Context: an optimization exercise on an open-source flow, tuned for small area. The choices shown serve that exercise and are no tape-out recipe. The RTL was checked by simulation tests, not by an equivalence proof against the original design. Power and IR drop assume default switching activity.

Setup of run 1:
==> flow/design.v <==
module Neuron(
	input CLOCK_50,
	input [1:0] KEY,
	input [3:0] SW,
	input [3:0] GPIO_0,
	output [7:0] LED,
	output [3:0] GPIO_1,
	output [17:0] V_OUT,
	output [17:0] W_OUT,
	output [17:0] SPIKE_COUNT
);
	reg [17:0] v, w;
	reg [17:0] spike_counter;
	reg [5:0] count;
	reg [3:0] led_sw;
	reg [1:0] led_lo;
	reg gpio1_r;
	reg [17:0] acc;      
	reg [17:0] qr;       
	reg wrap;            
	assign V_OUT = v;
	assign W_OUT = w;
	assign SPIKE_COUNT = spike_counter;
	assign LED = {1'b0, led_sw, 1'b0, led_lo};
	assign GPIO_1 = {3'b000, gpio1_r};
	wire rst = ~KEY[0];
	wire upd = (count == 6'd63);
	wire g = GPIO_0[0];
	wire [17:0] h = {v[17], v[17:1]};           
	wire [17:0] I = (led_sw[0] ? 18'h00400 : 18'h0) - (led_sw[1] ? 18'h00400 : 18'h0)
	              + (led_sw[2] ? 18'h00800 : 18'h0) + (led_sw[3] ? 18'h00800 : 18'h0);
	wire q15 = qr[17];
	wire b1 = (count == 6'd18) ? qr[17] : qr[0];    
	reg [1:0] bsel;    
	reg m;             
	reg m0mask;        
	reg inv, cin, shift;
	always @* begin
		bsel = 2'd0; m = 1'b0; m0mask = 1'b0; inv = 1'b0; cin = 1'b0; shift = 1'b0;
		case (count)
			6'd0, 6'd1, 6'd2, 6'd3, 6'd4, 6'd5, 6'd6, 6'd7,
			6'd8, 6'd9, 6'd10, 6'd11, 6'd12, 6'd13, 6'd14, 6'd15: begin
				m = b1; shift = 1'b1;
			end
			6'd16: m = b1;
			6'd17, 6'd18: begin m = b1; inv = 1'b1; cin = 1'b1; end
			6'd19, 6'd20, 6'd21, 6'd22, 6'd23, 6'd24, 6'd25,
			6'd26, 6'd27, 6'd28, 6'd29, 6'd30, 6'd31, 6'd32: begin
				m = qr[0]; inv = 1'b1; cin = 1'b1; shift = 1'b1;
			end
			6'd33: begin m = qr[0]; inv = 1'b1; cin = 1'b1; end
			6'd34: begin bsel = 2'd1; m0mask = 1'b1; inv = 1'b1; cin = 1'b1; shift = 1'b1; end
			6'd35: begin
				m = ~q15; m0mask = 1'b1; inv = q15 & v[1] & ~w[1];
				cin = w[1] & ~(q15 & v[1]); shift = 1'b1;
			end
			6'd36: begin m = q15; inv = 1'b1; cin = 1'b1; end
			6'd37: bsel = 2'd2;
			6'd38, 6'd39, 6'd40, 6'd41: shift = 1'b1;
			6'd42: begin m = 1'b1; cin = v[0]; end
			6'd43: m = 1'b1;
			6'd44, 6'd45: m = 1'b1;
			6'd46: begin bsel = 2'd1; m0mask = 1'b1; inv = 1'b1; cin = 1'b1; shift = 1'b1; end
			6'd47, 6'd48, 6'd49, 6'd50, 6'd51, 6'd52, 6'd53, 6'd54, 6'd55: shift = 1'b1;
			6'd56: bsel = 2'd1;
			6'd63: bsel = 2'd3;
			default: ;
		endcase
	end
	reg [17:0] bsrc;
	always @* begin
		case (bsel)
			2'd0: bsrc = {h[17:1] & {17{m}}, h[0] & m & ~m0mask};
			2'd1: bsrc = {w[17:1], w[0] & ~m0mask};
			2'd2: bsrc = I;
			default: bsrc = {{4{g & ~wrap}}, {8{g}}, 6'd0};
		endcase
	end
	wire [17:0] bx = bsrc ^ {18{inv}};
	wire [18:0] S;
	wire [18:0] cy;
	genvar gi;
	generate for (gi = 0; gi < 18; gi = gi + 1) begin : add
		wire ci = (gi == 0) ? cin : cy[gi-1];
		assign S[gi] = acc[gi] ^ bx[gi] ^ ci;
		assign cy[gi] = (acc[gi] & bx[gi]) | (ci & (acc[gi] ^ bx[gi]));
	end endgenerate
	assign S[18] = acc[17] ^ bx[17] ^ cy[17];
	function [17:0] inc18(input [17:0] a, input c);
		integer i;
		reg cc;
		begin
			cc = c;
			for (i = 0; i < 18; i = i + 1) begin
				inc18[i] = a[i] ^ cc;
				cc = a[i] & cc;
			end
		end
	endfunction
	wire [17:0] vnew = S[17:0];
	wire spk = (vnew[17:15] == 3'b001);
	wire [17:0] count_inc = inc18({12'd0, count}, 1'b1);
	always @(posedge CLOCK_50) begin
		count <= count_inc[5:0];
		spike_counter <= inc18(spike_counter, upd & spk) & {18{~rst}};
		if (rst) begin
			count <= 6'd0;
			led_sw <= SW;
			v <= 18'h32148;
			w <= 18'h3C9BB;
		end else if (upd) begin
			v <= vnew;
			w <= qr;
			led_lo[1] <= g;
			led_lo[0] <= spike_counter[17];
			gpio1_r <= spk;
		end
	end
	always @(posedge CLOCK_50) begin
		if (rst || upd || count == 6'd43)
			acc <= 18'd0;
		else if (count == 6'd62)
			acc <= qr;
		else if (count == 6'd18)
			acc <= 18'h0FFFF;
		else if (shift)
			acc <= S[18:1];
		else
			acc <= S[17:0];
		if (rst)
			qr <= 18'h32148;
		else if (upd || count == 6'd18 || count == 6'd43 || count == 6'd62)
			qr <= S[17:0];
		else
			qr <= {qr[0], qr[17:1]};
		if (count == 6'd42)
			wrap <= (acc[13:6] == 8'h80);
	end
endmodule
==> flow/config.mk <==
export PLATFORM = sky130hd
export DESIGN_NAME = Neuron
export DESIGN_NICKNAME = Neuron
export VERILOG_FILES = /design/flow/design.v
export SDC_FILE = /design/flow/constraint.sdc
export NUM_CORES = 4
export LEC_CHECK = 0
export CAP_MARGIN = 20
export CORE_MARGIN = 2
export CORE_UTILIZATION = 40
export SLEW_MARGIN = 20
==> flow/constraint.sdc <==
create_clock -name core_clock -period 22.0 [get_ports {CLOCK_50}]
set_input_delay 4.4000 -clock core_clock [delete_from_list [all_inputs] [get_ports {CLOCK_50}]]
set_output_delay 4.4000 -clock core_clock [all_outputs]
set_load 0.01 [all_outputs]
standard.sh (not shown) runs the stock make flow with config.mk's settings and CLKGATE_MAP_FILE= SYNTH_SCRIPT=/design/flow/synth_recipe.tcl, a recipe that flattens the netlist after the stock synthesis.
==> flow/flow/run.sh <==
#!/bin/bash
# Standard ORFS layout (the standard.sh, standard synthesis unchanged), with
# two placement/CTS options changed:
#  - port buffers use sky130_fd_sc_hd__buf_1 instead of the resizer's default pick
#    (every input and output port still gets its own buffer);
#  - clock tree built from clkbuf_8 cells, without dummy loads.
set -euo pipefail
export BUFFER_PORTS_ARGS="-buffer_cell sky130_fd_sc_hd__buf_1"
export CTS_ARGS="-sink_clustering_enable -repair_clock_nets -dont_use_dummy_load -buf_list sky130_fd_sc_hd__clkbuf_8"
bash standard.sh finish > flow_make.log 2>&1
--- input diff run 1..run 2 ---
==> flow/design.v <==
module Neuron(
	input CLOCK_50,
	input [1:0] KEY,
	input [3:0] SW,
	input [3:0] GPIO_0,
	output [7:0] LED,
	output [3:0] GPIO_1,
	output [17:0] V_OUT,
	output [17:0] W_OUT,
	output [17:0] SPIKE_COUNT
);
	reg [17:0] v, w;
	reg [17:0] spike_counter;
	reg [5:0] count;
	reg [3:0] led_sw;
	reg [1:0] led_lo;
	reg gpio1_r;
	reg [17:0] acc;      
	reg [17:0] qr;       
	reg wrap;            
	assign V_OUT = v;
	assign W_OUT = w;
	assign SPIKE_COUNT = spike_counter;
	assign LED = {1'b0, led_sw, 1'b0, led_lo};
	assign GPIO_1 = {3'b000, gpio1_r};
	wire rst = ~KEY[0];
	wire upd = (count == 6'd0);
	wire g = GPIO_0[0];
	wire [17:0] h = {v[17], v[17:1]};           
	wire [17:0] I = (led_sw[0] ? 18'h00400 : 18'h0) - (led_sw[1] ? 18'h00400 : 18'h0)
	              + (led_sw[2] ? 18'h00800 : 18'h0) + (led_sw[3] ? 18'h00800 : 18'h0);
	wire q15 = qr[17];
	wire b1 = (count == 6'd19) ? qr[17] : qr[0];    
	reg [1:0] bsel;    
	reg m;             
	reg m0mask;        
	reg inv, cin, shift;
	always @* begin
		bsel = 2'd0; m = 1'b0; m0mask = 1'b0; inv = 1'b0; cin = 1'b0; shift = 1'b0;
		case (count)
			6'd1, 6'd2, 6'd3, 6'd4, 6'd5, 6'd6, 6'd7, 6'd8,
			6'd9, 6'd10, 6'd11, 6'd12, 6'd13, 6'd14, 6'd15, 6'd16: begin
				m = b1; shift = 1'b1;
			end
			6'd17: m = b1;
			6'd18, 6'd19: begin m = b1; inv = 1'b1; cin = 1'b1; end
			6'd20, 6'd21, 6'd22, 6'd23, 6'd24, 6'd25, 6'd26,
			6'd27, 6'd28, 6'd29, 6'd30, 6'd31, 6'd32, 6'd33: begin
				m = qr[0]; inv = 1'b1; cin = 1'b1; shift = 1'b1;
			end
			6'd34: begin m = qr[0]; inv = 1'b1; cin = 1'b1; end
			6'd35: begin bsel = 2'd1; m0mask = 1'b1; inv = 1'b1; cin = 1'b1; shift = 1'b1; end
			6'd36: begin
				m = ~q15; m0mask = 1'b1; inv = q15 & v[1] & ~w[1];
				cin = w[1] & ~(q15 & v[1]); shift = 1'b1;
			end
			6'd37: begin m = q15; inv = 1'b1; cin = 1'b1; end
			6'd38: bsel = 2'd2;
			6'd39, 6'd40, 6'd41, 6'd42: shift = 1'b1;
			6'd43: begin m = 1'b1; cin = v[0]; end
			6'd44: m = 1'b1;
			6'd45, 6'd46: m = 1'b1;
			6'd47: begin bsel = 2'd1; m0mask = 1'b1; inv = 1'b1; cin = 1'b1; shift = 1'b1; end
			6'd48, 6'd49, 6'd50, 6'd51, 6'd52, 6'd53, 6'd54, 6'd55, 6'd56: shift = 1'b1;
			6'd57: bsel = 2'd1;
			6'd0: bsel = 2'd3;
			default: ;
		endcase
	end
	reg [17:0] bsrc;
	always @* begin
		case (bsel)
			2'd0: bsrc = {h[17:1] & {17{m}}, h[0] & m & ~m0mask};
			2'd1: bsrc = {w[17:1], w[0] & ~m0mask};
			2'd2: bsrc = I;
			default: bsrc = {{4{g & ~wrap}}, {8{g}}, 6'd0};
		endcase
	end
	wire [17:0] bx = bsrc ^ {18{inv}};
	wire [18:0] S;
	wire [18:0] cy;
	genvar gi;
	generate for (gi = 0; gi < 18; gi = gi + 1) begin : add
		wire ci = (gi == 0) ? cin : cy[gi-1];
		assign S[gi] = acc[gi] ^ bx[gi] ^ ci;
		assign cy[gi] = (acc[gi] & bx[gi]) | (ci & (acc[gi] ^ bx[gi]));
	end endgenerate
	assign S[18] = acc[17] ^ bx[17] ^ cy[17];
	function [17:0] inc18(input [17:0] a, input c);
		integer i;
		reg cc;
		begin
			cc = c;
			for (i = 0; i < 18; i = i + 1) begin
				inc18[i] = a[i] ^ cc;
				cc = a[i] & cc;
			end
		end
	endfunction
	wire [17:0] vnew = S[17:0];
	wire spk = (vnew[17:15] == 3'b001);
	wire [17:0] count_inc = inc18({12'd0, count}, 1'b1);
	always @(posedge CLOCK_50) begin
		count <= count_inc[5:0];
		spike_counter <= inc18(spike_counter, upd & spk) & {18{~rst}};
		if (rst) begin
			count <= 6'd1;
			led_sw <= SW;
			v <= 18'h32148;
			w <= 18'h3C9BB;
		end else if (upd) begin
			v <= vnew;
			w <= qr;
			led_lo[1] <= g;
			led_lo[0] <= spike_counter[17];
			gpio1_r <= spk;
		end
	end
	always @(posedge CLOCK_50) begin
		if (rst || upd || count == 6'd44)
			acc <= 18'd0;
		else if (count == 6'd63)
			acc <= qr;
		else if (count == 6'd19)
			acc <= 18'h0FFFF;
		else if (shift)
			acc <= S[18:1];
		else
			acc <= S[17:0];
		if (rst)
			qr <= 18'h32148;
		else if (upd || count == 6'd19 || count == 6'd44 || count == 6'd63)
			qr <= S[17:0];
		else
			qr <= {qr[0], qr[17:1]};
		if (count == 6'd43)
			wrap <= (acc[13:6] == 8'h80);
	end
endmodule
Results
Having completed the whole flow, run 2 delivered a layout that passed the timing, DRC and antenna checks.
In run 2 relative to run 1, non-clock buffer count had gone up by a few percent.
Comparing run 1 and run 2, the higher switching share of total power was measured on run 2.
Between run 2 and run 1, it is run 2 whose final critical path time including I/O delays and setup is lower, by 0.040 ns.
| total global routing overflow | run 2 vs run 1 | ≈ equal |
Compared to run 1, the routing of run 2 uses more wire.

## port drivers added, routing unchanged
No port has a modelled driver above. Below, the same layouts with a new extraction and two added sets of constraints.
Step 1 sets driving cells, clkbuf_16 on the clock port and buf_2 on the other inputs (assumed; they add their load-dependent delay and slew).
Step 2 times the ports against the registers' clock, not the clock port: input delays grow and output delays shrink by t, the midpoint of the rising clock arrivals with the driver on.
Three values: ideal, step 1, step 2; two values: the first two.
run | t (ns) | slack for setup (ns) | latest minus earliest clock arrival (ns) | worst register clock-pin slew, ns
run 1 | 0.400 | 8.208 / 8.208 / 8.098 | 0.016 / 0.016 | 0.09 / 0.09
run 2 | 0.414 | 8.248 / 8.248 / 8.044 | 0.021 / 0.022 | 0.10 / 0.10
After both steps setup and hold are still met in every run listed. The setup slack of run 2, which loses most, moves by 0.000 ns with the drivers and by -0.204 ns with both steps.
